This is an optimization exercise on Yosys and OpenROAD, whose aim is small area, not a production implementation. Function was checked by simulation only, so behaviour that the tests miss may differ from the original.

## flow/design.v (module list and top-level ports; edited modules follow where they fit)
// module cordic_fa: 6 lines
// module cordic_ha: 6 lines
// module cordic_cct: 6 lines
// module cordic_cci: 6 lines
// module cordic_pipelined: 1957 lines
module cordic_pipelined(clk, z0, xn, yn);
  // ...
==> flow/flow/run.sh <==
#!/bin/bash
# The standard layout (standard.sh: ORFS synthesis through finish, unchanged),
# except that the input/output port buffers are made from the smallest buffer cell.
cp standard.sh standard_sh.txt
export BUFFER_PORTS_ARGS="-buffer_cell sky130_fd_sc_hd__buf_1"
bash standard.sh > standard.log 2>&1
==> flow/standard.sh <==
#!/bin/bash
# synth_recipe.tcl (not shown) runs the flow's synth.tcl, then flattens the netlist and writes it again
# the make line also repeats each setting of config.mk as NAME=value (left out here)
make -C /OpenROAD-flow-scripts/flow DESIGN_CONFIG=/design/flow/config.mk WORK_HOME=/design/flow/orfs CLKGATE_MAP_FILE= SYNTH_SCRIPT=/design/flow/synth_recipe.tcl "${@:-finish}"
==> flow/config.mk <==
export PLATFORM = sky130hd
export DESIGN_NAME = cordic_pipelined
export DESIGN_NICKNAME = cordic_pipelined
export VERILOG_FILES = /design/flow/design.v
export SDC_FILE = /design/flow/constraint.sdc
export NUM_CORES = 4
export LEC_CHECK = 0
export CAP_MARGIN = 20
export CORE_MARGIN = 2
export CORE_UTILIZATION = 60
export CTS_BUF_LIST = sky130_fd_sc_hd__clkbuf_4
export CTS_CLUSTER_DIAMETER = 60
export CTS_CLUSTER_SIZE = 10
export SLEW_MARGIN = 20
export SYNTH_HIERARCHICAL = 1
==> flow/constraint.sdc <==
create_clock -name core_clock -period 5.0 [get_ports {clk}]
set_input_delay 1.0000 -clock core_clock [delete_from_list [all_inputs] [get_ports {clk}]]
set_output_delay 1.0000 -clock core_clock [all_outputs]
set_load 0.01 [all_outputs]
==> results by group, run 1 <==
Global route
  • Global-route congestion overflow total: 0
  • Maximum number of pins on one net before global-route repair: 35

Placement
  • Gpl congestion: 0.935
  • Pre-CTS WS: 128 ps

Critical path
  • Data arrival, critical path: 5330 ps
  • Count of buffer and inverter cells on the critical path: 1
  • RR Startpoint: xt5_8_p6
  • Worst reg2reg path depth: 11

Final layout
  • Share of final-layout standard cells stronger than drive strength 1: 0.0974
  • Filler Cells Inserted: 1817
  • Leading cell category by total area: multi-input gates
  • FF/Latch Area: 5870 um^2
  • Multi-input logic cell count: 732
  • Number of ordinary inverters in the final layout: 93

Yosys
  • Most area-consuming cells after synthesis: sky130_fd_sc_hd__dfxtp_1, sky130_fd_sc_hd__fa_1, sky130_fd_sc_hd__xnor2_1
  • Yosys warnings: 7
  • Simple-gate area share of the yosys netlist: 0.0394
  • Netlist cell types: 61
  • Post-synthesis average cell area: 12.5 um^2
  • Xor/xnor cell area share of the yosys netlist: 0.0980

Outcome
  • Outcome: timing/DRC/antenna clean

Die
  • Starting density of the core: 0.616
  • Vert. Die Dim: 160 um

Job
  • Max-cap violations: 0

Clock network
  • Clock root cell: sky130_fd_sc_hd__clkbuf_4
  • H-tree level count: 2
  • Number of buffers inserted by post-CTS setup repair: 1
  • Largest buffer count on any clock path: 3

Timing
  • Worst hold margin: 332 ps
  • Min cycle time layout: 4840 ps

Route
  • Overall routed net length: 25400 um
  • First-iteration detailed-routing DRC count: 317
==> inputs of run 2 (changes only) <==
--- a/flow/config.mk
+++ b/flow/config.mk
@@ -8,8 +8,8 @@
 export CAP_MARGIN = 20
 export CORE_MARGIN = 2
 export CORE_UTILIZATION = 60
-export CTS_BUF_LIST = sky130_fd_sc_hd__clkbuf_4
-export CTS_CLUSTER_DIAMETER = 60
-export CTS_CLUSTER_SIZE = 10
+export CTS_BUF_LIST = sky130_fd_sc_hd__clkbuf_16
+export CTS_CLUSTER_DIAMETER = 100
+export CTS_CLUSTER_SIZE = 30
 export SLEW_MARGIN = 20
 export SYNTH_HIERARCHICAL = 1
==> run 2 against run 1 <==
Net effect:
- still clean
- non-clock buffer count fell by 1
- global-route usage is 0.55 points lower
- first-iteration DRC count fell by 14%
- clock skew decreased by 3.9 ps
- critical path depth shrank 2
- count of clock-buffer cells in the layout is 23 lower
- sequential share of layout area fell by 0.077 points
- critical path type is now flip-flop to output port
- largest cell class unchanged
- highest routed layer unchanged
==> results by group, run 2 <==
Final layout
  • Register bank with the most flops: z1_r1 (unchanged)
  • Commonest cells after routing, fill and taps aside: sky130_fd_sc_hd__dfxtp_1, sky130_fd_sc_hd__fa_1, sky130_fd_sc_hd__xnor2_1, sky130_fd_sc_hd__inv_1, sky130_fd_sc_hd__ha_1 (unchanged)
  • Largest regs: z1_r1: 11 flops, z3_r2: 9 flops (unchanged)
  • Area growth, synth to finish: 7.38% (was 7.18%)
  • Filler Cells Inserted: 1817 (unchanged)
  • Number of nets in the layout: 1510 (was 1533)
  • Antenna Diode Count: 0 (was 2)
  • Commonest non-fill, non-tap cell in the layout: sky130_fd_sc_hd__dfxtp_1 (unchanged)
  • Flip-flop count of the largest register, all copies and words added: 11 (unchanged)
  • Share of final-layout standard cells stronger than drive strength 1: 0.0740 (was 0.0974)

Yosys
  • Commonest register cell after synthesis: sky130_fd_sc_hd__dfxtp_1 (unchanged)
  • Most area-consuming cells after synthesis: sky130_fd_sc_hd__dfxtp_1, sky130_fd_sc_hd__fa_1, sky130_fd_sc_hd__xnor2_1 (unchanged)
  • Post-synthesis average cell area: 12.5 um^2 (unchanged)
  • Fraction of synthesized cell area taken by the top area cell type: 0.403 (unchanged)
  • Nets in the synthesized netlist: 1444 (unchanged)
  • Yosys warnings: 7 (unchanged)
  • Register area share after synthesis: 0.403 (unchanged)
  • Number of enable flip-flop cells after synthesis: 0 (unchanged)
  • Seq cells post-synth: 293 (unchanged)
  • Count of mapped cells out of synthesis: 1163 (unchanged)
  • Post-synthesis cell type with the largest combined area: sky130_fd_sc_hd__dfxtp_1 (unchanged)
  • Most frequently used cell type in the post-synthesis netlist: sky130_fd_sc_hd__dfxtp_1 (unchanged)
  • Netlist cell types: 61 (unchanged)
  • Netlist Area Pre-Place: 14500 um^2 (unchanged)
  • Ys async rst share: 0 (unchanged)
  • Synth top cells by count: sky130_fd_sc_hd__dfxtp_1, sky130_fd_sc_hd__fa_1, sky130_fd_sc_hd__xnor2_1 (unchanged)

Route
  • First-pass iteration count of the detailed router: 5 (was 4)
  • First-iteration detailed-routing DRC count: 274 (was 317)
  • Antenna Nets Post-Route: 0 (unchanged)
  • Overall routed net length: 25100 um (was 25400 um)
  • Vias: 7885 (was 7951)
  • Via density per instance: 5.09 (was 5.05)
  • DR DRC count: 0 (unchanged)
  • Drt wl/cell: 16.2 um (was 16.1 um)

Clock network
  • Number of buffers inserted by post-CTS setup repair: 0 (was 1)
  • Number of buffers inserted for hold repair after clock tree synthesis: 0 (unchanged)
  • Worst skew pair latency: 500 ps (was 620 ps)
  • Clock net sink count: 293 (unchanged)
  • H-tree level count: 1 (was 2)
  • Cts bufs inserted: 13 (was 35)
  • Largest buffer count on any clock path: 3 (unchanged)
  • Clock root cell: sky130_fd_sc_hd__clkbuf_16 (was sky130_fd_sc_hd__clkbuf_4)
  • CTS tree: done (unchanged)
  • CTS clock-pin slew for the worst setup and hold paths: 110 ps (was 100 ps)

Placement
  • Pre-CTS WS: 128 ps (unchanged)
  • PortBufs: 49 (unchanged)
  • Half-perimeter wire length of the detailed placement result: 20500 um (unchanged)
  • Gpl congestion: 0.935 (unchanged)

Timing
  • RSZ-0062 raised after global routing: true (unchanged)
  • Hold Violations, Final: 0 (unchanged)
  • Highest clock rate: 0.206 GHz (was 0.207 GHz)
  • Final worst slack: 134 ps (was 160 ps)
  • Min cycle time layout: 4870 ps (was 4840 ps)
  • Clock skew: 24.2 ps (was 28.1 ps)
  • Number of failing setup endpoints in the final timing report: 0 (unchanged)
  • Worst max-slew margin expressed relative to the limit: 0.433 (was 0.416)
  • Final period util: 0.973 (was 0.968)
  • Least-Margin Pin Slew: 844 ps (was 869 ps)
  • Worst hold margin: 322 ps (was 332 ps)
  • Total count of max-transition violations in the final report: 0 (unchanged)

Critical path
  • Data arrival, critical path: 3870 ps (was 5330 ps)
  • RR Startpoint: yt5_13_p6 (was xt5_8_p6)
  • Largest fanout on the critical path: 6 (was 2)
  • Required time of the critical path: 4000 ps (was 5490 ps)
  • CP endpoint kind: output port (was flip-flop)
  • Start point of the critical path: xi9_17_p10 (was xt5_8_p6)
  • Startpoint Class: flip-flop (unchanged)
  • Worst Setup Path Type: flip-flop to output port (was flip-flop to flip-flop)

Global route
  • Global-route congestion overflow total: 0 (unchanged)
  • Number of antenna violations at the first check in global routing: 0 (was 1)
  • Maximum number of pins on one net before global-route repair: 35 (unchanged)
  • Number of global-route vias before repair: 8211 (was 8406)
  • Aggregate global-route resource usage: 0.203 (was 0.208)
  • First-pass GRT wire length: 41000 um (was 41800 um)

Die
  • Io pins: 50 (unchanged)
  • Die Wd: 160 um (unchanged)
  • Core Box Area: 23600 um^2 (unchanged)
  • Count of standard-cell rows: 56 (unchanged)
  • Die area: 25500 um^2 (unchanged)
  • Vert. Die Dim: 160 um (unchanged)
  • Starting density of the core: 0.616 (unchanged)

Outcome
  • Outcome: timing/DRC/antenna clean (unchanged)

Job
  • Max-cap violations: 0 (unchanged)

Min path
  • Hold crit path type: flip-flop to flip-flop (unchanged)
  • Worst hold path startpoint: d6_p4 (unchanged)
run 2: what timing repair did:
| action | CTS | global route |
|---|---|---|
| hold endpoints to repair | 0 | 0 |
| endpoints found under the setup margin | 0 | 4 |
| gates resized for setup | 0 | 4 |
run 2: kinds of logic (layout without fill, tap and decap cells):
family,Yosys count,in the layout,synth area share
fa+ha+maj,267,267,0.324
flops,293,293,0.403
mux,17,17,0.0197
simple gates,121,121,0.0394
xor+xnor,161,161,0.0980
buf+inv,138,205,0.0417
compound gates,166,166,0.0740
run 2: Yosys stat by module, one instance, submodules excluded:
module,copies in the design,cells
cordic_fa,180,1
cordic_pipelined,1,983
run 2: area by class of cell:
class / instances / area (um^2) / share of cell area
multi-input cells: 732 / 8090 / 0.518
flip-flops and latches: 293 / 5870 / 0.376
repair buffers: 96 / 566 / 0.0362
well taps: 319 / 399 / 0.0255
inverters: 93 / 349 / 0.0223
clock buffers: 13 / 325 / 0.0208
clock inverters: 3 / 21.3 / 0.00136
run 2: worst max-delay path: stages (launching register included):
cell	delay (ps)
sky130_fd_sc_hd__dfxtp_4	400
sky130_fd_sc_hd__fa_1	420
sky130_fd_sc_hd__fa_1	400
sky130_fd_sc_hd__fa_1	400
sky130_fd_sc_hd__fa_1	400
sky130_fd_sc_hd__fa_1	390
sky130_fd_sc_hd__fa_1	500
sky130_fd_sc_hd__xor2_1	160
sky130_fd_sc_hd__xnor2_1	130
sky130_fd_sc_hd__buf_1	160
run 2: metal layers:
layer | GRT usage | share of wire | up-vias
li1 | - | - | 3875
met1 | 0.226 | 0.38 | 3858
met2 | 0.414 | 0.57 | 127
met3 | 0.0171 | 0.025 | 25
met4 | 0.0442 | 0.022 | 0
met5 | 0 | 0 | -
run 2: through the flow:
| step | setup TNS (ps) | cells | cell area, um^2 | util |
|---|---|---|---|---|
| floorplan | 0 | 1163 | 14600 | - |
| global placement | 0 | 1533 | 15300 | 0.646 |
| detailed placement | 0 | 1533 | 15300 | 0.646 |
| CTS | 0 | 1549 | 15600 | 0.661 |
| global route | -5.01 | 1549 | 15600 | 0.662 |
| finish | 0 | 1549 | 15600 | 0.662 |
run 2: final timing paths:
kind	endpoint	slack [ps]	cells after the start
max reg2reg	ay6_s10_p7	170	11
min	d6_p5	320	0
max	yn[17]	130	9
min reg2reg	d6_p5	320	0
==> inputs of run 3 (changes only) <==
--- a/flow/config.mk
+++ b/flow/config.mk
@@ -8,8 +8,9 @@
 export CAP_MARGIN = 20
 export CORE_MARGIN = 2
 export CORE_UTILIZATION = 60
-export CTS_BUF_LIST = sky130_fd_sc_hd__clkbuf_16
+export CTS_BUF_LIST = sky130_fd_sc_hd__clkbuf_8
 export CTS_CLUSTER_DIAMETER = 100
-export CTS_CLUSTER_SIZE = 30
+export CTS_CLUSTER_SIZE = 18
+export PLACE_DENSITY = 0.8
 export SLEW_MARGIN = 20
 export SYNTH_HIERARCHICAL = 1
==> run 3 against run 2 <==
Net effect:
- synthesized area stayed put
- fmax is 0.90% lower
- synthesized cell count stayed put
- largest cell class unchanged
- die area stayed put
==> results by group, run 3 <==
Clock network
  • CTS clock-pin slew for the worst setup and hold paths: 100 ps (was 110 ps)
  • Cts bufs inserted: 20 (was 13)
  • Clock root cell: sky130_fd_sc_hd__clkbuf_8 (was sky130_fd_sc_hd__clkbuf_16)
  • H-tree level count: 1 (unchanged)
  • Number of buffers inserted by post-CTS setup repair: 0 (unchanged)
  • Clock net sink count: 293 (unchanged)
  • CTS tree: done (unchanged)
  • Number of buffers inserted for hold repair after clock tree synthesis: 0 (unchanged)
  • Largest buffer count on any clock path: 3 (unchanged)
  • Worst skew pair latency: 540 ps (was 500 ps)

Route
  • Met3 wirelength from detailed routing: 765 um (was 618 um)
  • First-iteration detailed-routing DRC count: 279 (was 274)
  • Vias: 8025 (was 7885)
  • Via density per instance: 5.16 (was 5.09)
  • Antenna Nets Post-Route: 0 (unchanged)
  • Drt wl/cell: 16.4 um (was 16.2 um)
  • Top Layer Used: met4 (unchanged)
  • First-pass iteration count of the detailed router: 5 (unchanged)
  • Routed met1 length: 9780 um (was 9650 um)
  • Overall routed net length: 25500 um (was 25100 um)
  • DR DRC count: 0 (unchanged)
  • Wire length on met2: 14100 um (was 14300 um)

Timing
  • Hold Violations, Final: 0 (unchanged)
  • Number of failing setup endpoints in the final timing report: 0 (unchanged)
  • Final period util: 0.982 (was 0.973)
  • RSZ-0062 raised after global routing: true (unchanged)
  • Total count of max-transition violations in the final report: 0 (unchanged)
  • Highest clock rate: 0.204 GHz (was 0.206 GHz)
  • Least-Margin Pin Slew: 667 ps (was 844 ps)
  • Min cycle time layout: 4910 ps (was 4870 ps)
  • Clock skew: 14.1 ps (was 24.2 ps)
  • Worst max-slew margin expressed relative to the limit: 0.552 (was 0.433)

Min path
  • Hold depth: 0 (unchanged)
  • Hold crit path type: flip-flop to flip-flop (unchanged)
  • Worst hold path startpoint: f_p4 (was d6_p4)
  • Hold worst-path end: f_p5 (was d6_p5)

Yosys
  • Nets in the synthesized netlist: 1444 (unchanged)
  • Ys async rst share: 0 (unchanged)
  • Count of mapped cells out of synthesis: 1163 (unchanged)
  • Most frequently used cell type in the post-synthesis netlist: sky130_fd_sc_hd__dfxtp_1 (unchanged)
  • Seq cells post-synth: 293 (unchanged)
  • Register area share after synthesis: 0.403 (unchanged)
  • Yosys warnings: 7 (unchanged)
  • Commonest register cell after synthesis: sky130_fd_sc_hd__dfxtp_1 (unchanged)
  • Netlist cell types: 61 (unchanged)
  • Number of enable flip-flop cells after synthesis: 0 (unchanged)
  • Post-synthesis average cell area: 12.5 um^2 (unchanged)
  • Most area-consuming cells after synthesis: sky130_fd_sc_hd__dfxtp_1, sky130_fd_sc_hd__fa_1, sky130_fd_sc_hd__xnor2_1 (unchanged)
  • Netlist Area Pre-Place: 14500 um^2 (unchanged)
  • Fraction of synthesized cell area taken by the top area cell type: 0.403 (unchanged)
  • Synth top cells by count: sky130_fd_sc_hd__dfxtp_1, sky130_fd_sc_hd__fa_1, sky130_fd_sc_hd__xnor2_1 (unchanged)
  • Post-synthesis cell type with the largest combined area: sky130_fd_sc_hd__dfxtp_1 (unchanged)

Critical path
  • CP endpoint kind: flip-flop (was output port)
  • Worst Setup Path Type: flip-flop to flip-flop (was flip-flop to output port)
  • Crit-path slowest cell: sky130_fd_sc_hd__fa_1 (unchanged)
  • Maximum single-stage delay on the critical path: 560 ps (was 500 ps)
  • Top cell by count, worst path: sky130_fd_sc_hd__fa_1 (unchanged)
  • Register-to-register setup slack: 90 ps (was 170 ps)
  • Worst reg2reg path depth: 12 (was 11)
  • Cell-by-cell trace of the critical path: xor2_2 -> xnor2_1 -> fa_1 -> fa_1 -> fa_1 -> fa_1 -> fa_1 -> inv_1 -> fa_1 -> fa_1 -> fa_1 -> fa_1 (was fa_1 -> fa_1 -> fa_1 -> fa_1 -> fa_1 -> fa_1 -> xor2_1 -> xnor2_1 -> buf_1)
  • RR Endpoint: ay6_s10_p7 (unchanged)
  • Largest fanout on the critical path: 3 (was 6)
  • RR Startpoint: d5_p6 (was yt5_13_p6)
  • Startpoint Class: flip-flop (unchanged)
  • Required time of the critical path: 5430 ps (was 4000 ps)
  • Data arrival, critical path: 5340 ps (was 3870 ps)

Final layout
  • Commonest non-fill, non-tap cell in the layout: sky130_fd_sc_hd__dfxtp_1 (unchanged)
  • Filler Cells Inserted: 1729 (was 1817)
  • Share of final-layout standard cells stronger than drive strength 1: 0.0906 (was 0.0740)
  • Area growth, synth to finish: 7.29% (was 7.38%)
  • Register bank with the most flops: z1_r1 (unchanged)
  • Commonest cells after routing, fill and taps aside: sky130_fd_sc_hd__dfxtp_1, sky130_fd_sc_hd__fa_1, sky130_fd_sc_hd__xnor2_1, sky130_fd_sc_hd__inv_1, sky130_fd_sc_hd__ha_1 (unchanged)
  • Number of standard cells in the final layout excluding fillers: 1555 (was 1549)
  • FF/Latch Area: 5870 um^2 (about the same)
  • Area used by multi-input combinational logic: 8140 um^2 (was 8090 um^2)
  • Flip-flop count of the largest register, all copies and words added: 11 (unchanged)
  • Antenna Diode Count: 0 (unchanged)
  • Number of nets in the layout: 1516 (was 1510)
  • Largest regs: z1_r1: 11 flops, z3_r2: 9 flops (unchanged)

Global route
  • Number of antenna violations at the first check in global routing: 0 (unchanged)
  • Aggregate global-route resource usage: 0.205 (was 0.203)
  • Number of global-route vias before repair: 8608 (was 8211)
  • Global-route congestion overflow total: 0 (unchanged)
  • Maximum number of pins on one net before global-route repair: 27 (was 35)
  • First-pass GRT wire length: 42100 um (was 41000 um)

Job
  • Max-cap violations: 0 (unchanged)

Die
  • Die Wd: 160 um (unchanged)
  • Core Box Area: 23600 um^2 (unchanged)
  • Count of standard-cell rows: 56 (unchanged)
  • Starting density of the core: 0.616 (unchanged)
  • Io pins: 50 (unchanged)
  • Die area: 25500 um^2 (unchanged)
  • Vert. Die Dim: 160 um (unchanged)

Placement
  • PortBufs: 49 (unchanged)
  • Gpl congestion: 0.896 (was 0.935)
  • Number of placed cells counting well taps: 1532 (was 1533)
  • Half-perimeter wire length of the detailed placement result: 20600 um (was 20500 um)

Outcome
  • Outcome: timing/DRC/antenna clean (unchanged)
-- run 3: cells by family (layout without fill, tap and decap cells) --
family / Yosys count / in the layout / synth area share
XOR/XNOR: 161 / 161 / 0.0980
multiplexers: 17 / 17 / 0.0197
AND/OR/NAND/NOR: 121 / 121 / 0.0394
adder cells (fa/ha/maj): 267 / 267 / 0.324
flip-flops: 293 / 293 / 0.403
AO/OA/AOI/OAI: 166 / 166 / 0.0740
buffers and inverters: 138 / 211 / 0.0417
-- run 3: per-stage QoR --
| stage | hold slack [ps] | worst slack [ps] | TNS [ps] | utilization | area, um^2 |
|---|---|---|---|---|---|
| after floorplan | 310 | 44.5 | 0 | - | 14600 |
| after global placement | 310 | 37.3 | 0 | 0.645 | 15200 |
| after detailed placement | 312 | -15.5 | -15.5 | 0.645 | 15200 |
| after CTS | 333 | 0.584 | 0 | 0.658 | 15500 |
| after global routing | 336 | -63.6 | -76.0 | 0.661 | 15600 |
| final | 327 | 90.1 | 0 | 0.661 | 15600 |
-- run 3: layout make-up --
class,instances,area share
clock inverter,2,0.00104
tap,319,0.0256
clock buffer,21,0.0185
timing repair buffer,95,0.0347
inverter,93,0.0224
sequential,293,0.376
multi-input combinational,732,0.522
-- run 3: how the worst max path moves through the flow --
| stage | startpoint | to | slack [ps] | depth (start not counted) |
|---|---|---|---|---|
| 4_1_cts | d5_p6 | ay6_s10_p7 | 0.6 | 12 |
| 3_3_place_gp | d1_p5 | ay5_s7_p6 | 40 | 14 |
| 3_5_place_dp | d1_p5 | ay5_s7_p6 | -20 | 14 |
| 2_1_floorplan | f_p6 | ay6_s10_p7 | 40 | 13 |
| 6_report | d5_p6 | ay6_s10_p7 | 90 | 12 |
| 5_1_grt | f_p6 | ay6_s10_p7 | -60 | 12 |
-- run 3: Yosys stat by module (local to each module, per instance) --
module	flip-flops and latches	copies in the design	cells inside	area [um^2]
cordic_fa	0	180	1	20.0
cordic_pipelined	293	1	983	10900
-- run 3: worst max-delay path: cells and delay by family (launching register included) --
| family | cells | cell delay [ps] |
|---|---|---|
| adder cells (fa/ha/maj) | 9 | 3940 |
| buffers and inverters | 1 | 80 |
| flip-flops | 1 | 400 |
| XOR/XNOR | 2 | 370 |
-- run 3: repair_timing --
action | 4_1_cts | 5_1_grt
resized for setup | 4 | 17
setup endpoints to repair | 2 | 12
pin swaps | 0 | 2
-- run 3: layer usage --
| metal | GRT usage | up-vias |
|---|---|---|
| li1 | - | 3894 |
| met1 | 0.233 | 3920 |
| met2 | 0.399 | 151 |
| met3 | 0.0216 | 60 |
| met4 | 0.0698 | 0 |
| met5 | 0 | - |
==> inputs of run 4 (changes only) <==
--- a/flow/config.mk
+++ b/flow/config.mk
@@ -11,6 +11,5 @@
 export CTS_BUF_LIST = sky130_fd_sc_hd__clkbuf_8
 export CTS_CLUSTER_DIAMETER = 100
 export CTS_CLUSTER_SIZE = 18
-export PLACE_DENSITY = 0.8
 export SLEW_MARGIN = 20
 export SYNTH_HIERARCHICAL = 1
==> run 4 against run 3 <==
Net effect:
- global-route usage about the same
- fmax rose by 1.1%
- worst hold slack gained 8.1 ps
- clock skew is 5.6 ps higher
- utilization shrank 0.079 points
- cell area decreased by 0.12%
- register-to-register slack better by 50 ps
- count of clock-buffer cells in the layout is the same
- sequential share of layout area is essentially flat
- cell count stayed put
- critical path type unchanged
- critical endpoint is now ay7_s11_p8
==> results by group, run 4 <==
Outcome
  • Outcome: timing/DRC/antenna clean (unchanged)

Timing
  • Worst max-slew margin expressed relative to the limit: 0.429 (was 0.552)
  • RSZ-0062 raised after global routing: true (unchanged)
  • Highest clock rate: 0.206 GHz (was 0.204 GHz)
  • Min cycle time layout: 4860 ps (was 4910 ps)
  • Least-Margin Pin Slew: 851 ps (was 667 ps)
  • Hold Violations, Final: 0 (unchanged)
  • Total count of max-transition violations in the final report: 0 (unchanged)
  • Final period util: 0.971 (was 0.982)
  • Clock skew: 19.7 ps (was 14.1 ps)
  • Setup_tns: 0 ps (unchanged)
  • Number of failing setup endpoints in the final timing report: 0 (unchanged)

Die
  • Die Wd: 160 um (unchanged)
  • Core Box Area: 23600 um^2 (unchanged)
  • Die area: 25500 um^2 (unchanged)
  • Io pins: 50 (unchanged)
  • Count of standard-cell rows: 56 (unchanged)
  • Starting density of the core: 0.616 (unchanged)
  • Vert. Die Dim: 160 um (unchanged)

Yosys
  • Yosys warnings: 7 (unchanged)
  • Fraction of synthesized cell area taken by the top area cell type: 0.403 (unchanged)
  • Number of enable flip-flop cells after synthesis: 0 (unchanged)
  • Synth top cells by count: sky130_fd_sc_hd__dfxtp_1, sky130_fd_sc_hd__fa_1, sky130_fd_sc_hd__xnor2_1 (unchanged)
  • Most frequently used cell type in the post-synthesis netlist: sky130_fd_sc_hd__dfxtp_1 (unchanged)
  • Netlist cell types: 61 (unchanged)
  • Nets in the synthesized netlist: 1444 (unchanged)
  • Count of mapped cells out of synthesis: 1163 (unchanged)
  • Commonest register cell after synthesis: sky130_fd_sc_hd__dfxtp_1 (unchanged)
  • Netlist Area Pre-Place: 14500 um^2 (unchanged)
  • Most area-consuming cells after synthesis: sky130_fd_sc_hd__dfxtp_1, sky130_fd_sc_hd__fa_1, sky130_fd_sc_hd__xnor2_1 (unchanged)
  • Seq cells post-synth: 293 (unchanged)
  • Ys async rst share: 0 (unchanged)
  • Post-synthesis average cell area: 12.5 um^2 (unchanged)
  • Register area share after synthesis: 0.403 (unchanged)
  • Post-synthesis cell type with the largest combined area: sky130_fd_sc_hd__dfxtp_1 (unchanged)

Route
  • DR DRC count: 0 (unchanged)
  • Drt wl/cell: 16.2 um (was 16.4 um)
  • First-iteration detailed-routing DRC count: 304 (was 279)
  • Vias: 7884 (was 8025)
  • Antenna Nets Post-Route: 0 (unchanged)
  • First-pass iteration count of the detailed router: 4 (was 5)
  • Via density per instance: 5.07 (was 5.16)
  • Overall routed net length: 25200 um (was 25500 um)

Critical path
  • Cell-by-cell trace of the critical path: fa_1 -> fa_1 -> inv_1 -> fa_1 -> fa_1 -> fa_1 -> fa_1 -> fa_1 -> fa_1 -> fa_1 -> fa_1 (was xor2_2 -> xnor2_1 -> fa_1 -> fa_1 -> fa_1 -> fa_1 -> fa_1 -> inv_1 -> fa_1 -> fa_1 -> fa_1 -> fa_1)
  • RR Startpoint: yt6_16_p7 (was d5_p6)
  • Top cell by count, worst path: sky130_fd_sc_hd__fa_1 (unchanged)
  • Required time of the critical path: 5430 ps (about the same)
  • Largest fanout on the critical path: 2 (was 3)
  • Worst reg2reg path depth: 11 (was 12)
  • Data arrival, critical path: 5290 ps (was 5340 ps)
  • Register-to-register setup slack: 140 ps (was 90 ps)
  • Crit-path slowest cell: sky130_fd_sc_hd__fa_1 (unchanged)
  • Startpoint Class: flip-flop (unchanged)
  • Maximum single-stage delay on the critical path: 580 ps (was 560 ps)
  • CP endpoint kind: flip-flop (unchanged)
  • Worst Setup Path Type: flip-flop to flip-flop (unchanged)
  • Start point of the critical path: yt6_16_p7 (was d5_p6)

Final layout
  • Final Util: 0.660 (was 0.661)
  • Commonest non-fill, non-tap cell in the layout: sky130_fd_sc_hd__dfxtp_1 (unchanged)
  • Number of standard cells in the final layout excluding fillers: 1555 (unchanged)
  • Largest regs: z1_r1: 11 flops, z3_r2: 9 flops (unchanged)
  • Flip-flop count of the largest register, all copies and words added: 11 (unchanged)
  • Antenna Diode Count: 0 (unchanged)
  • Share of final-layout standard cells stronger than drive strength 1: 0.0817 (was 0.0906)
  • Final instance area: 15600 um^2 (about the same)
  • Register bank with the most flops: z1_r1 (unchanged)
  • Area growth, synth to finish: 7.16% (was 7.29%)
  • Number of nets in the layout: 1517 (was 1516)
  • Commonest cells after routing, fill and taps aside: sky130_fd_sc_hd__dfxtp_1, sky130_fd_sc_hd__fa_1, sky130_fd_sc_hd__xnor2_1, sky130_fd_sc_hd__inv_1, sky130_fd_sc_hd__ha_1 (unchanged)

Placement
  • Number of placed cells counting well taps: 1533 (was 1532)
  • Half-perimeter wire length of the detailed placement result: 20500 um (was 20600 um)
  • Gpl congestion: 0.935 (was 0.896)
  • Placed Instance Area: 15300 um^2 (was 15200 um^2)
  • PortBufs: 49 (unchanged)

Clock network
  • Clock root cell: sky130_fd_sc_hd__clkbuf_8 (unchanged)
  • Largest buffer count on any clock path: 3 (unchanged)
  • CTS tree: done (unchanged)
  • Clock net sink count: 293 (unchanged)
  • Cts bufs inserted: 20 (unchanged)
  • Worst skew pair latency: 550 ps (was 540 ps)
  • CTS clock-pin slew for the worst setup and hold paths: 110 ps (was 100 ps)
  • H-tree level count: 1 (unchanged)

Global route
  • Global-route congestion overflow total: 0 (unchanged)
  • Aggregate global-route resource usage: 0.206 (was 0.205)
  • Number of antenna violations at the first check in global routing: 0 (unchanged)
  • Number of global-route vias before repair: 8260 (was 8608)
  • Maximum number of pins on one net before global-route repair: 35 (was 27)
  • First-pass GRT wire length: 41500 um (was 42100 um)

Min path
  • Hold crit path type: flip-flop to flip-flop (unchanged)
  • Worst hold path startpoint: d_r3[3] (was f_p4)
  • Hold depth: 0 (unchanged)

Job
  • Max-cap violations: 0 (unchanged)
[run 4: cells by family (layout without fill, tap and decap cells)]
group	Yosys count	count (layout)	share of synthesized area
AO/OA/AOI/OAI	166	166	0.0740
XOR/XNOR	161	161	0.0980
adder cells (fa/ha/maj)	267	267	0.324
buffers and inverters	138	211	0.0417
flip-flops	293	293	0.403
multiplexers	17	17	0.0197
AND/OR/NAND/NOR	121	121	0.0394
[run 4: modules after synthesis (local to each module, per instance)]
| module | cells inside | area (um^2) | flip-flops and latches |
|---|---|---|---|
| cordic_pipelined | 983 | 10900 | 293 |
| cordic_fa | 1 | 20.0 | 0 |
[run 4: what timing repair did]
item                       CTS  global route
hold buffers                 0             0
resized for setup            1             7
pin swaps                    0             1
buffers inserted             0             0
setup endpoints to repair    1             4
[run 4: metrics by stage]
stage               setup slack, ps  hold WS (ps)
global route                  -3.16           343
finish                          144           335
detailed placement              128           312
CTS                            30.4           337
global placement                177           309
floorplan                      44.5           310
[run 4: final cells by class]
type | instances | area [um^2]
Inverter | 93 | 349
Clock inverter | 1 | 16.3
Multi-Input combinational cell | 732 | 8100
Sequential cell | 293 | 5870
Clock buffer | 21 | 289
Tap cell | 319 | 399
Fill cell | 1829 | 8020
Timing Repair Buffer | 96 | 571
[run 4: critical path: cells and delay by family, from the launching register on]
family	cells	cell delay (ps)
fa+ha+maj	10	4290
buf+inv	1	80
flops	1	360
[run 4: layer usage]
metal  vias up  global-route usage  wire [um]  part of all wire
met5         -                   0          0                 0
met4         0              0.0409        375             0.015
met3        25              0.0223        711             0.028
met2       111               0.418      14400              0.57
met1      3866               0.229       9720              0.39
li1       3882                   -          -                 -
[run 4: final timing paths]
| check | to |
|---|---|
| setup / recovery | ay7_s11_p8 |
| hold / removal | d3_p4 |
| setup reg to reg | ay7_s11_p8 |
| hold reg to reg | d3_p4 |
==> inputs of run 5 (changes only) <==
--- a/flow/config.mk
+++ b/flow/config.mk
@@ -11,5 +11,6 @@
 export CTS_BUF_LIST = sky130_fd_sc_hd__clkbuf_8
 export CTS_CLUSTER_DIAMETER = 100
 export CTS_CLUSTER_SIZE = 18
+export GPL_ROUTABILITY_DRIVEN = 0
 export SLEW_MARGIN = 20
 export SYNTH_HIERARCHICAL = 1
==> run 5 against run 4 <==
Net effect:
- cell area up 0.20%
- count of clock-buffer cells in the layout is the same
- die area unchanged
- clock skew barely moved
- global-route usage is 0.11 points lower
- still clean
- sequential share of layout area shrank 0.075 points
- fmax is 0.25% lower
- worst setup slack got worse by 12 ps
- critical path type is now flip-flop to output port
- non-clock buffer count up 3
- worst hold slack worse by 3.0 ps
==> results by group, run 5 <==
Outcome
  • Outcome: timing/DRC/antenna clean (unchanged)

Global route
  • Global-route congestion overflow total: 0 (unchanged)
  • First-pass GRT wire length: 41700 um (was 41500 um)
  • Number of antenna violations at the first check in global routing: 0 (unchanged)
  • Maximum number of pins on one net before global-route repair: 28 (was 35)
  • Aggregate global-route resource usage: 0.204 (was 0.206)
  • Number of global-route vias before repair: 8503 (was 8260)

Clock network
  • Worst skew pair latency: 530 ps (was 550 ps)
  • CTS tree: done (unchanged)
  • CTS clock-pin slew for the worst setup and hold paths: 110 ps (about the same)
  • Cts bufs inserted: 20 (unchanged)
  • Clock net sink count: 293 (unchanged)
  • Largest buffer count on any clock path: 3 (unchanged)
  • Clock root cell: sky130_fd_sc_hd__clkbuf_8 (unchanged)
  • Number of buffers inserted for hold repair after clock tree synthesis: 0 (unchanged)
  • H-tree level count: 1 (unchanged)

Yosys
  • Yosys warnings: 7 (unchanged)
  • Nets in the synthesized netlist: 1444 (unchanged)
  • Ys async rst share: 0 (unchanged)
  • Netlist cell types: 61 (unchanged)
  • Seq cells post-synth: 293 (unchanged)
  • Post-synthesis average cell area: 12.5 um^2 (unchanged)
  • Count of mapped cells out of synthesis: 1163 (unchanged)
  • Commonest register cell after synthesis: sky130_fd_sc_hd__dfxtp_1 (unchanged)
  • Synth top cells by count: sky130_fd_sc_hd__dfxtp_1, sky130_fd_sc_hd__fa_1, sky130_fd_sc_hd__xnor2_1 (unchanged)
  • Register area share after synthesis: 0.403 (unchanged)
  • Number of enable flip-flop cells after synthesis: 0 (unchanged)
  • Post-synthesis cell type with the largest combined area: sky130_fd_sc_hd__dfxtp_1 (unchanged)
  • Most area-consuming cells after synthesis: sky130_fd_sc_hd__dfxtp_1, sky130_fd_sc_hd__fa_1, sky130_fd_sc_hd__xnor2_1 (unchanged)
  • Netlist Area Pre-Place: 14500 um^2 (unchanged)
  • Fraction of synthesized cell area taken by the top area cell type: 0.403 (unchanged)
  • Most frequently used cell type in the post-synthesis netlist: sky130_fd_sc_hd__dfxtp_1 (unchanged)

Route
  • Drt wl/cell: 15.8 um (was 16.2 um)
  • First-pass iteration count of the detailed router: 6 (was 4)
  • DR DRC count: 0 (unchanged)
  • Overall routed net length: 24600 um (was 25200 um)
  • Vias: 7808 (was 7884)
  • Antenna Nets Post-Route: 0 (unchanged)
  • First-iteration detailed-routing DRC count: 247 (was 304)
  • Via density per instance: 5.01 (was 5.07)

Timing
  • Final worst slack: 132 ps (was 144 ps)
  • Hold Violations, Final: 0 (unchanged)
  • Min cycle time layout: 4870 ps (was 4860 ps)
  • Setup_tns: 0 ps (unchanged)
  • Total count of max-transition violations in the final report: 0 (unchanged)
  • Highest clock rate: 0.205 GHz (was 0.206 GHz)
  • Final period util: 0.974 (was 0.971)
  • Number of failing setup endpoints in the final timing report: 0 (unchanged)
  • Worst max-slew margin expressed relative to the limit: 0.368 (was 0.429)
  • Worst hold margin: 332 ps (was 335 ps)
  • Least-Margin Pin Slew: 941 ps (was 851 ps)
  • Clock skew: 19.4 ps (was 19.7 ps)
  • RSZ-0062 raised after global routing: true (unchanged)

Final layout
  • FF/Latch Area: 5870 um^2 (unchanged)
  • Final Util: 0.662 (was 0.660)
  • Commonest non-fill, non-tap cell in the layout: sky130_fd_sc_hd__dfxtp_1 (unchanged)
  • Number of standard cells in the final layout excluding fillers: 1559 (was 1555)
  • Largest regs: z1_r1: 11 flops, z3_r2: 9 flops (unchanged)
  • Filler Cells Inserted: 1849 (was 1829)
  • Commonest cells after routing, fill and taps aside: sky130_fd_sc_hd__dfxtp_1, sky130_fd_sc_hd__fa_1, sky130_fd_sc_hd__xnor2_1, sky130_fd_sc_hd__inv_1, sky130_fd_sc_hd__ha_1 (unchanged)
  • Area used by multi-input combinational logic: 8120 um^2 (was 8100 um^2)
  • Flip-flop count of the largest register, all copies and words added: 11 (unchanged)
  • Antenna Diode Count: 0 (unchanged)
  • Number of nets in the layout: 1520 (was 1517)
  • Register bank with the most flops: z1_r1 (unchanged)
  • Area growth, synth to finish: 7.38% (was 7.16%)
  • Share of final-layout standard cells stronger than drive strength 1: 0.0863 (was 0.0817)
  • Final instance area: 15600 um^2 (about the same)

Placement
  • Number of placed cells counting well taps: 1536 (was 1533)
  • PortBufs: 49 (unchanged)
  • Half-perimeter wire length of the detailed placement result: 20200 um (was 20500 um)
  • Pre-CTS WS: 109 ps (was 128 ps)
  • Placed Instance Area: 15300 um^2 (about the same)

Critical path
  • Top cell by count, worst path: sky130_fd_sc_hd__fa_1 (unchanged)
  • CP endpoint kind: output port (was flip-flop)
  • Largest fanout on the critical path: 6 (was 2)
  • Crit-path slowest cell: sky130_fd_sc_hd__fa_1 (unchanged)
  • Required time of the critical path: 4000 ps (was 5430 ps)
  • Register-to-register setup slack: 160 ps (was 140 ps)
  • Start point of the critical path: xi9_17_p10 (was yt6_16_p7)
  • Endpoint of the worst setup timing path: yn[17] (was ay7_s11_p8)
  • RR Startpoint: d8_p8 (was yt6_16_p7)
  • RR Endpoint: ay9_s1_p9 (was ay7_s11_p8)
  • Worst Setup Path Type: flip-flop to output port (was flip-flop to flip-flop)
  • Worst reg2reg path depth: 12 (was 11)
  • Data arrival, critical path: 3870 ps (was 5290 ps)
  • Startpoint Class: flip-flop (unchanged)
  • Maximum single-stage delay on the critical path: 510 ps (was 580 ps)
  • Cell-by-cell trace of the critical path: fa_1 -> fa_1 -> fa_1 -> fa_1 -> fa_1 -> fa_1 -> xor2_1 -> xnor2_1 -> clkbuf_2 (was fa_1 -> fa_1 -> inv_1 -> fa_1 -> fa_1 -> fa_1 -> fa_1 -> fa_1 -> fa_1 -> fa_1 -> fa_1)

Die
  • Io pins: 50 (unchanged)
  • Core Box Area: 23600 um^2 (unchanged)
  • Die area: 25500 um^2 (unchanged)
  • Vert. Die Dim: 160 um (unchanged)
  • Die Wd: 160 um (unchanged)
  • Count of standard-cell rows: 56 (unchanged)
  • Starting density of the core: 0.616 (unchanged)

Min path
  • Hold crit path type: flip-flop to flip-flop (unchanged)

Job
  • Max-cap violations: 0 (unchanged)
run 5: cell counts after synthesis:
Identical to the previous run, type by type.
run 5: repair_timing:
| item | CTS | global route |
|---|---|---|
| pin swaps | 0 | 1 |
| endpoints found under the hold margin | 0 | 0 |
| resized for setup | 1 | 9 |
| setup buffers | 0 | 0 |
| setup endpoints to repair | 1 | 10 |
run 5: routing by layer:
metal / track usage / vias to the layer above / share of wire / routed length, um
li1: - / 3887 / - / -
met1: 0.225 / 3730 / 0.38 / 9360
met2: 0.401 / 137 / 0.55 / 13600
met3: 0.0242 / 54 / 0.030 / 745
met4: 0.0736 / 0 / 0.038 / 924
met5: 0 / - / 0 / 0
run 5: logic make-up after synthesis:
group / count (synthesis) / share of synthesized area
buf+inv: 138 / 0.0417
fa+ha+maj: 267 / 0.324
compound gates: 166 / 0.0740
simple gates: 121 / 0.0394
mux: 17 / 0.0197
xor+xnor: 161 / 0.0980
flops: 293 / 0.403
run 5: per-module statistics from Yosys (local to each module, per instance):
module	flops+latches	cell area, um^2	cells inside	times used
cordic_fa	0	20.0	1	180
cordic_pipelined	293	10900	983	1
run 5: worst min-delay path by stage:
stage,from,to,slack (ps),cells after the start
2_1_floorplan,ay8_s2_p8,ay8_s2_p9,310,0
3_3_place_gp,d9_p4,d9_p5,310,0
3_5_place_dp,f_p4,f_p5,310,0
4_1_cts,f_r3,f_p4,340,0
5_1_grt,f_r3,f_p4,340,0
6_report,f_r3,f_p4,330,0
run 5: final cells by class:
| cell class | instances | share of cell area |
|---|---|---|
| Timing Repair Buffer | 99 | 0.0372 |
| Multi-Input combinational cell | 732 | 0.520 |
| Inverter | 93 | 0.0223 |
| Clock inverter | 2 | 0.00112 |
| Clock buffer | 21 | 0.0185 |
| Sequential cell | 293 | 0.376 |
| Tap cell | 319 | 0.0255 |
run 5: worst max-delay path: cells and delay by family, from the launching register on:
family,cells,cell delay [ps]
XOR/XNOR,2,300
buffers and inverters,1,150
flip-flops,1,400
adder cells (fa/ha/maj),6,2500
==> inputs of run 6 (changes only) <==
==> flow/flow/run.sh (replaced) <==
#!/bin/bash
# The standard layout (standard.sh: ORFS from synthesis through finish), with two changes:
#  - the input/output port buffers are made from the smallest buffer cell;
#  - synthesis maps the logic with an area-oriented ABC script (flow/abc_area_map.script)
#    in place of ORFS's abc_speed.script. Everything else in synthesis is ORFS's own
#    (run from a copy of ORFS's scripts folder in which only that one file differs).
set -e
rm -rf orfs_scripts
cp -r "$FLOW_HOME/scripts" orfs_scripts
cp flow/abc_area_map.script orfs_scripts/abc_speed.script
export SCRIPTS_DIR="$PWD/orfs_scripts"
export BUFFER_PORTS_ARGS="-buffer_cell sky130_fd_sc_hd__buf_1"
cp standard.sh standard_sh.txt
bash standard.sh > standard.log 2>&1
==> flow/flow/abc_area_map.script (new file) <==
strash
dch
map -a
topo
stime -c
buffer -c
upsize -c
dnsize -c
--- a/flow/config.mk
+++ b/flow/config.mk
@@ -11,6 +11,5 @@
 export CTS_BUF_LIST = sky130_fd_sc_hd__clkbuf_8
 export CTS_CLUSTER_DIAMETER = 100
 export CTS_CLUSTER_SIZE = 18
-export GPL_ROUTABILITY_DRIVEN = 0
 export SLEW_MARGIN = 20
 export SYNTH_HIERARCHICAL = 1
==> run 6 against run 5 <==
Net effect:
- sequential cell count did not move
- cell count rose by 3.6%
- synthesized cell count rose by 4.4%
- highest routed layer unchanged
==> results by group, run 6 <==
Route
  • First-pass iteration count of the detailed router: 5 (was 6)
  • DR DRC count: 0 (unchanged)
  • Overall routed net length: 25500 um (was 24600 um)
  • First-iteration detailed-routing DRC count: 254 (was 247)
  • Via density per instance: 4.91 (was 5.01)
  • Drt wl/cell: 15.8 um (about the same)
  • Vias: 7935 (was 7808)
  • Antenna Nets Post-Route: 0 (unchanged)

Yosys
  • Most frequently used cell type in the post-synthesis netlist: sky130_fd_sc_hd__dfxtp_1 (unchanged)
  • Count of mapped cells out of synthesis: 1214 (was 1163)
  • Seq cells post-synth: 293 (unchanged)
  • Nets in the synthesized netlist: 1495 (was 1444)
  • Fraction of synthesized cell area taken by the top area cell type: 0.410 (was 0.403)
  • Yosys warnings: 7 (unchanged)
  • Post-synthesis average cell area: 11.8 um^2 (was 12.5 um^2)
  • Register area share after synthesis: 0.410 (was 0.403)
  • Commonest register cell after synthesis: sky130_fd_sc_hd__dfxtp_1 (unchanged)
  • Number of enable flip-flop cells after synthesis: 0 (unchanged)
  • Synth top cells by count: sky130_fd_sc_hd__dfxtp_1, sky130_fd_sc_hd__fa_1, sky130_fd_sc_hd__xor2_1 (was sky130_fd_sc_hd__dfxtp_1, sky130_fd_sc_hd__fa_1, sky130_fd_sc_hd__xnor2_1)
  • Netlist cell types: 48 (was 61)
  • Netlist Area Pre-Place: 14300 um^2 (was 14500 um^2)
  • Ys async rst share: 0 (unchanged)
  • Most area-consuming cells after synthesis: sky130_fd_sc_hd__dfxtp_1, sky130_fd_sc_hd__fa_1, sky130_fd_sc_hd__xor2_1 (was sky130_fd_sc_hd__dfxtp_1, sky130_fd_sc_hd__fa_1, sky130_fd_sc_hd__xnor2_1)
  • Post-synthesis cell type with the largest combined area: sky130_fd_sc_hd__dfxtp_1 (unchanged)

Clock network
  • Largest buffer count on any clock path: 3 (unchanged)
  • Clock root cell: sky130_fd_sc_hd__clkbuf_8 (unchanged)
  • Clock net sink count: 293 (unchanged)
  • Worst skew pair latency: 550 ps (was 530 ps)
  • CTS clock-pin slew for the worst setup and hold paths: 110 ps (about the same)
  • H-tree level count: 1 (unchanged)
  • Cts bufs inserted: 20 (unchanged)
  • CTS tree: done (unchanged)

Final layout
  • Share of final-layout standard cells stronger than drive strength 1: 0.0856 (was 0.0863)
  • Filler Cells Inserted: 1876 (was 1849)
  • Antenna Diode Count: 0 (unchanged)
  • Final Util: 0.659 (was 0.662)
  • Number of nets in the layout: 1577 (was 1520)
  • FF/Latch Area: 5880 um^2 (was 5870 um^2)
  • Commonest non-fill, non-tap cell in the layout: sky130_fd_sc_hd__dfxtp_1 (unchanged)
  • Register bank with the most flops: z1_r1 (unchanged)
  • Area growth, synth to finish: 8.12% (was 7.38%)
  • Area used by multi-input combinational logic: 7860 um^2 (was 8120 um^2)
  • Largest regs: z1_r1: 11 flops, z3_r2: 9 flops (unchanged)
  • Flip-flop count of the largest register, all copies and words added: 11 (unchanged)
  • Commonest cells after routing, fill and taps aside: sky130_fd_sc_hd__dfxtp_1, sky130_fd_sc_hd__fa_1, sky130_fd_sc_hd__inv_1, sky130_fd_sc_hd__xor2_1, sky130_fd_sc_hd__ha_1 (was sky130_fd_sc_hd__dfxtp_1, sky130_fd_sc_hd__fa_1, sky130_fd_sc_hd__xnor2_1, sky130_fd_sc_hd__inv_1, sky130_fd_sc_hd__ha_1)

Die
  • Count of standard-cell rows: 56 (unchanged)
  • Vert. Die Dim: 158 um (was 160 um)
  • Core Box Area: 23500 um^2 (was 23600 um^2)
  • Io pins: 50 (unchanged)
  • Die area: 25100 um^2 (was 25500 um^2)
  • Die Wd: 158 um (was 160 um)
  • Starting density of the core: 0.610 (was 0.616)

Timing
  • Setup_tns: 0 ps (unchanged)
  • Highest clock rate: 0.205 GHz (about the same)
  • Total count of max-transition violations in the final report: 0 (unchanged)
  • Least-Margin Pin Slew: 888 ps (was 941 ps)
  • Worst max-slew margin expressed relative to the limit: 0.406 (was 0.368)
  • Worst hold margin: 332 ps (about the same)
  • Number of failing setup endpoints in the final timing report: 0 (unchanged)
  • Clock skew: 39.1 ps (was 19.4 ps)
  • Hold Violations, Final: 0 (unchanged)
  • Min cycle time layout: 4880 ps (was 4870 ps)
  • Final period util: 0.977 (was 0.974)
  • Final worst slack: 117 ps (was 132 ps)

Critical path
  • Startpoint Class: flip-flop (unchanged)
  • Required time of the critical path: 5410 ps (was 4000 ps)
  • Data arrival, critical path: 5300 ps (was 3870 ps)
  • CP endpoint kind: flip-flop (was output port)
  • Dominant delay contributor by cell family on the critical path: adder cells (unchanged)
  • Maximum single-stage delay on the critical path: 590 ps (was 510 ps)
  • Count of buffer and inverter cells on the critical path: 1 (unchanged)
  • Crit-path slowest cell: sky130_fd_sc_hd__fa_1 (unchanged)
  • Largest fanout on the critical path: 2 (was 6)
  • Worst Setup Path Type: flip-flop to flip-flop (was flip-flop to output port)
  • Top cell by count, worst path: sky130_fd_sc_hd__fa_1 (unchanged)
  • Cell-by-cell trace of the critical path: fa_1 -> inv_1 -> fa_1 -> fa_1 -> fa_1 -> fa_1 -> fa_1 -> fa_1 -> fa_1 -> fa_1 -> fa_1 (was fa_1 -> fa_1 -> fa_1 -> fa_1 -> fa_1 -> fa_1 -> xor2_1 -> xnor2_1 -> clkbuf_2)

Global route
  • Fraction of met3 tracks used by global routing: 0.0234 (was 0.0242)
  • Routing layer with the top usage in global route: met2 (unchanged)
  • GRT met1 Usage: 0.237 (was 0.225)
  • Number of antenna violations at the first check in global routing: 0 (unchanged)
  • Number of global-route vias before repair: 8253 (was 8503)
  • Aggregate global-route resource usage: 0.212 (was 0.204)
  • Global-route congestion overflow total: 0 (unchanged)
  • First-pass GRT wire length: 40800 um (was 41700 um)
  • Maximum number of pins on one net before global-route repair: 22 (was 28)
  • Met2 Use GR: 0.419 (was 0.401)

Min path
  • Hold crit path type: flip-flop to flip-flop (unchanged)

Placement
  • Pre-CTS WS: -70.5 ps (was 109 ps)
  • Half-perimeter wire length of the detailed placement result: 20800 um (was 20200 um)
  • PortBufs: 49 (unchanged)
  • Gpl congestion: 0.945

Job
  • Max-cap violations: 0 (unchanged)

Outcome
  • Outcome: timing/DRC/antenna clean (unchanged)
-- run 6: layout make-up --
type	instances	share of cell area
multi-input combinational	757	0.508
timing repair buffer	96	0.0355
inverter	128	0.0311
clock inverter	2	0.00162
tap	319	0.0258
sequential	293	0.380
clock buffer	20	0.0178
-- run 6: per-module statistics from Yosys (local to each module, per instance) --
| module | cell area, um^2 | cells inside |
|---|---|---|
| cordic_fa | 20.0 | 1 |
| cordic_pipelined | 10700 | 1034 |
-- run 6: timing repair --
| action | in CTS | in global routing |
|---|---|---|
| pin swaps | 0 | 4 |
| gates cloned | 0 | 0 |
| setup endpoints to repair | 12 | 16 |
| hold endpoints to repair | 0 | 0 |
| hold buffers | 0 | 0 |
| resized for setup | 5 | 29 |
| buffers inserted | 0 | 6 |
-- run 6: per-stage QoR --
| stage | instance area [um^2] | std cells |
|---|---|---|
| 2_1_floorplan | 14300 | 1214 |
| 3_3_place_gp | 15000 | 1587 |
| 3_5_place_dp | 15000 | 1587 |
| 4_1_cts | 15300 | 1609 |
| 5_1_grt | 15500 | 1615 |
| 6_report | 15500 | 1615 |
-- run 6: kinds of logic after synthesis --
family | count (synthesis) | synth area share
AOI/OAI and AO/OA | 153 | 0.0624
xor gates and xnor gates | 160 | 0.0979
adders and majority gates | 267 | 0.330
buffers and inverters | 164 | 0.0484
DFF | 293 | 0.410
muxes | 1 | 0.000700
and+or+nand+nor | 176 | 0.0510
-- run 6: worst paths after layout --
| check | startpoint | endpoint | slack (ps) | depth (start not counted) |
|---|---|---|---|---|
| min reg2reg | d9_p5 | d9_p6 | 330 | 0 |
| max | yt6_16_p7 | ay7_s11_p8 | 120 | 11 |
| max reg2reg | yt6_16_p7 | ay7_s11_p8 | 120 | 11 |
| min | d9_p5 | d9_p6 | 330 | 0 |
-- run 6: routing by layer --
layer	share of wire	up-vias
met2	0.55	152
met5	0	-
li1	-	3947
met3	0.029	42
met1	0.39	3794
met4	0.029	0
-- run 6: worst reg2reg max path, stage by stage (launching register included) --
cell and delay (ps):
sky130_fd_sc_hd__dfxtp_1 360, sky130_fd_sc_hd__fa_1 590, sky130_fd_sc_hd__inv_1 80, sky130_fd_sc_hd__fa_1 450
sky130_fd_sc_hd__fa_1 410, sky130_fd_sc_hd__fa_1 390, sky130_fd_sc_hd__fa_1 430, sky130_fd_sc_hd__fa_1 420
sky130_fd_sc_hd__fa_1 410, sky130_fd_sc_hd__fa_1 400, sky130_fd_sc_hd__fa_1 390, sky130_fd_sc_hd__fa_1 420
==> inputs of run 7 (changes only) <==
==> flow/flow/abc_area_map.script (replaced) <==
strash
dch
map -a
strash
dch
map -a
topo
stime -c
dnsize -c
==> run 7 against run 6 <==
Net effect:
- still clean
- cell count decreased by 1.2%
- clock skew decreased by 14 ps
- via count decreased by 1.4%
- count of clock-buffer cells in the layout increased by 1
- critical path type unchanged
- largest cell class unchanged
==> results by group, run 7 <==
Timing
  • Final worst slack: 171 ps (was 117 ps)
  • Highest clock rate: 0.207 GHz (was 0.205 GHz)
  • Worst hold margin: 330 ps (was 332 ps)
  • Hold Violations, Final: 0 (unchanged)
  • Setup_tns: 0 ps (unchanged)
  • Clock skew: 25.0 ps (was 39.1 ps)
  • Worst max-slew margin expressed relative to the limit: 0.446 (was 0.406)
  • Min cycle time layout: 4830 ps (was 4880 ps)
  • Final period util: 0.966 (was 0.977)
  • Least-Margin Pin Slew: 829 ps (was 888 ps)
  • Number of failing setup endpoints in the final timing report: 0 (unchanged)
  • Total count of max-transition violations in the final report: 0 (unchanged)

Yosys
  • Register area share after synthesis: 0.418 (was 0.410)
  • Number of enable flip-flop cells after synthesis: 0 (unchanged)
  • Fraction of synthesized cell area taken by the top area cell type: 0.418 (was 0.410)
  • Most frequently used cell type in the post-synthesis netlist: sky130_fd_sc_hd__dfxtp_1 (unchanged)
  • Count of mapped cells out of synthesis: 1161 (was 1214)
  • Netlist Area Pre-Place: 14000 um^2 (was 14300 um^2)
  • Commonest register cell after synthesis: sky130_fd_sc_hd__dfxtp_1 (unchanged)
  • Post-synthesis cell type with the largest combined area: sky130_fd_sc_hd__dfxtp_1 (unchanged)
  • Synth top cells by count: sky130_fd_sc_hd__dfxtp_1, sky130_fd_sc_hd__fa_1, sky130_fd_sc_hd__clkinv_1 (was sky130_fd_sc_hd__dfxtp_1, sky130_fd_sc_hd__fa_1, sky130_fd_sc_hd__xor2_1)
  • Nets in the synthesized netlist: 1442 (was 1495)
  • Netlist cell types: 34 (was 48)
  • Post-synthesis average cell area: 12.1 um^2 (was 11.8 um^2)
  • Seq cells post-synth: 293 (unchanged)
  • Ys async rst share: 0 (unchanged)
  • Most area-consuming cells after synthesis: sky130_fd_sc_hd__dfxtp_1, sky130_fd_sc_hd__fa_1, sky130_fd_sc_hd__xor2_1 (unchanged)
  • Yosys warnings: 7 (unchanged)

Route
  • Routed met1 length: 9630 um (was 10000 um)
  • Met3 wirelength from detailed routing: 713 um (was 734 um)
  • Wire length on met2: 13800 um (was 14000 um)
  • First-iteration detailed-routing DRC count: 264 (was 254)
  • Via density per instance: 4.90 (was 4.91)
  • Top Layer Used: met4 (unchanged)
  • Vias: 7825 (was 7935)
  • Overall routed net length: 24700 um (was 25500 um)
  • Drt wl/cell: 15.5 um (was 15.8 um)
  • First-pass iteration count of the detailed router: 4 (was 5)
  • Antenna Nets Post-Route: 0 (unchanged)
  • DR DRC count: 0 (unchanged)

Critical path
  • Register-to-register setup slack: 170 ps (was 120 ps)
  • Crit-path slowest cell: sky130_fd_sc_hd__fa_1 (unchanged)
  • Largest fanout on the critical path: 2 (unchanged)
  • Cell-by-cell trace of the critical path: xor2_1 -> fa_1 -> fa_1 -> fa_1 -> fa_1 -> fa_1 -> fa_1 -> fa_1 -> fa_1 -> fa_1 -> fa_1 (was fa_1 -> inv_1 -> fa_1 -> fa_1 -> fa_1 -> fa_1 -> fa_1 -> fa_1 -> fa_1 -> fa_1 -> fa_1)
  • Top cell by count, worst path: sky130_fd_sc_hd__fa_1 (unchanged)
  • CP endpoint kind: flip-flop (unchanged)
  • Startpoint Class: flip-flop (unchanged)
  • Required time of the critical path: 5410 ps (about the same)
  • Maximum single-stage delay on the critical path: 470 ps (was 590 ps)
  • Data arrival, critical path: 5240 ps (was 5300 ps)
  • Worst Setup Path Type: flip-flop to flip-flop (unchanged)

Placement
  • Half-perimeter wire length of the detailed placement result: 20400 um (was 20800 um)
  • Placed Instance Area: 15000 um^2 (about the same)
  • Gpl congestion: 0.932 (was 0.945)
  • Pre-CTS WS: 17.7 ps (was -70.5 ps)
  • PortBufs: 49 (unchanged)

Global route
  • Number of global-route vias before repair: 8157 (was 8253)
  • Global-route congestion overflow total: 0 (unchanged)
  • Number of antenna violations at the first check in global routing: 0 (unchanged)
  • First-pass GRT wire length: 39800 um (was 40800 um)
  • Aggregate global-route resource usage: 0.210 (was 0.212)
  • Maximum number of pins on one net before global-route repair: 28 (was 22)

Die
  • Starting density of the core: 0.617 (was 0.610)
  • Die area: 24700 um^2 (was 25100 um^2)
  • Io pins: 50 (unchanged)
  • Core Box Area: 22800 um^2 (was 23500 um^2)
  • Die Wd: 157 um (was 158 um)
  • Count of standard-cell rows: 55 (was 56)
  • Vert. Die Dim: 157 um (was 158 um)

Clock network
  • Clock net sink count: 293 (unchanged)
  • Cts bufs inserted: 20 (unchanged)
  • H-tree level count: 1 (unchanged)
  • CTS clock-pin slew for the worst setup and hold paths: 100 ps (was 110 ps)
  • Clock root cell: sky130_fd_sc_hd__clkbuf_8 (unchanged)
  • CTS tree: done (unchanged)
  • Largest buffer count on any clock path: 3 (unchanged)
  • Number of buffers inserted for hold repair after clock tree synthesis: 0 (unchanged)
  • Worst skew pair latency: 530 ps (was 550 ps)

Final layout
  • Register bank with the most flops: z1_r1 (unchanged)
  • Largest regs: z1_r1: 11 flops, z3_r2: 9 flops (unchanged)
  • Commonest cells after routing, fill and taps aside: sky130_fd_sc_hd__dfxtp_1, sky130_fd_sc_hd__fa_1, sky130_fd_sc_hd__clkinv_1, sky130_fd_sc_hd__xor2_1, sky130_fd_sc_hd__ha_1 (was sky130_fd_sc_hd__dfxtp_1, sky130_fd_sc_hd__fa_1, sky130_fd_sc_hd__inv_1, sky130_fd_sc_hd__xor2_1, sky130_fd_sc_hd__ha_1)
  • Antenna Diode Count: 0 (unchanged)
  • Area growth, synth to finish: 9.73% (was 8.12%)
  • Final instance area: 15400 um^2 (was 15500 um^2)
  • Number of nets in the layout: 1563 (was 1577)
  • Share of final-layout standard cells stronger than drive strength 1: 0.0857 (was 0.0856)
  • Commonest non-fill, non-tap cell in the layout: sky130_fd_sc_hd__dfxtp_1 (unchanged)
  • Flip-flop count of the largest register, all copies and words added: 11 (unchanged)

Job
  • Max-cap violations: 0 (unchanged)

Outcome
  • Outcome: timing/DRC/antenna clean (unchanged)

Min path
  • Hold crit path type: flip-flop to flip-flop (unchanged)
==> run 7: cell types whose count changed in the layout (fill, tap and decap cells not counted), moves of 4 or more <==
cell	change
sky130_fd_sc_hd__nor4_1	-4
sky130_fd_sc_hd__nor3_1	+7
sky130_fd_sc_hd__nand2_1	-17
sky130_fd_sc_hd__nor2_1	-7
sky130_fd_sc_hd__inv_1	-120
sky130_fd_sc_hd__clkinv_1	+122
sky130_fd_sc_hd__a21oi_1	+8
sky130_fd_sc_hd__buf_4	+15
sky130_fd_sc_hd__inv_2	-6
sky130_fd_sc_hd__o21ai_0	-5
sky130_fd_sc_hd__o21ai_1	-4
==> run 7: routing by layer <==
layer,up-vias,track usage
li1,3936,-
met5,-,0
met2,124,0.423
met3,36,0.0240
met4,0,0.0651
met1,3729,0.225
==> run 7: kinds of logic (layout without fill, tap and decap cells) <==
logic type               after synthesis  count (layout)  share of synthesized area
flip-flops                           293             293                      0.418
adder cells (fa/ha/maj)              267             267                      0.336
XOR/XNOR                             160             160                     0.0998
AO/OA/AOI/OAI                        153             153                     0.0640
AND/OR/NAND/NOR                      153             153                     0.0448
buffers and inverters                135             257                     0.0382
==> run 7: stage by stage <==
stage          utilization  cells
4_1_cts              0.674   1594
3_5_place_dp         0.660   1571
5_1_grt              0.677   1596
6_report             0.677   1596
3_3_place_gp         0.660   1571
2_1_floorplan            -   1161
==> run 7: per-module statistics from Yosys (local to each module, per instance) <==
module            times used  flip-flops and latches
cordic_pipelined           1                     293
cordic_fa                180                       0
==> run 7: layout make-up <==
class,instances,area (um^2)
Multi-Input combinational cell,733,7730
Clock buffer,21,289
Timing Repair Buffer,108,628
Sequential cell,293,5880
Clock inverter,2,20.0
Fill cell,1778,7370
Inverter,126,477
Tap cell,313,392
==> run 7: final timing paths <==
check                              start           to  cells past startpoint
worst max-delay path            e8_92_p9  ax9_s11_p10                     11
worst min-delay path             d_r3[1]        d1_p4                      0
worst max register to register  e8_92_p9  ax9_s11_p10                     11
worst min register to register   d_r3[1]        d1_p4                      0
==> run 7: critical path: cells and delay by family (launching register included) <==
kind                     cells  cell delay (ps)
XOR/XNOR                     1              210
adder cells (fa/ha/maj)     10             4150
flip-flops                   1              360
==> run 7: timing repair <==
action	in CTS	in global routing
setup buffers	0	2
pin swaps	0	2
gates resized for setup	1	19
setup endpoints to repair	1	13

[re-timing with driven ports]
The results above use ideal ports. As a check the final layouts listed here were re-extracted and re-timed, cells and wires unchanged.
Step 1: set_driving_cell puts a clkbuf_16 on clk and a buf_2 on each other input, an assumption about the parent block.
Step 2 times the ports against the registers' clock, not the clock port: input delays grow and output delays shrink by t, the midpoint of the rising clock arrivals with the driver on.
Three values: ideal, step 1, step 2; two values: the first two.
run | t (ns) | slack for setup (ns) | worst slew at a driven data input, ns
run 1 | 0.645 | 0.160 / 0.154 / 0.160 | 0.03
run 2 | 0.538 | 0.134 / 0.086 / 0.166 | 0.03
run 3 | 0.573 | 0.090 / 0.090 / 0.090 | 0.03
run 4 | 0.583 | 0.144 / 0.107 / 0.144 | 0.03
run 5 | 0.562 | 0.132 / 0.087 / 0.159 | 0.03
run 6 | 0.578 | 0.117 / 0.117 / 0.117 | 0.03
run 7 | 0.561 | 0.171 / 0.171 / 0.171 | 0.03
After both steps every run listed still meets setup and hold.
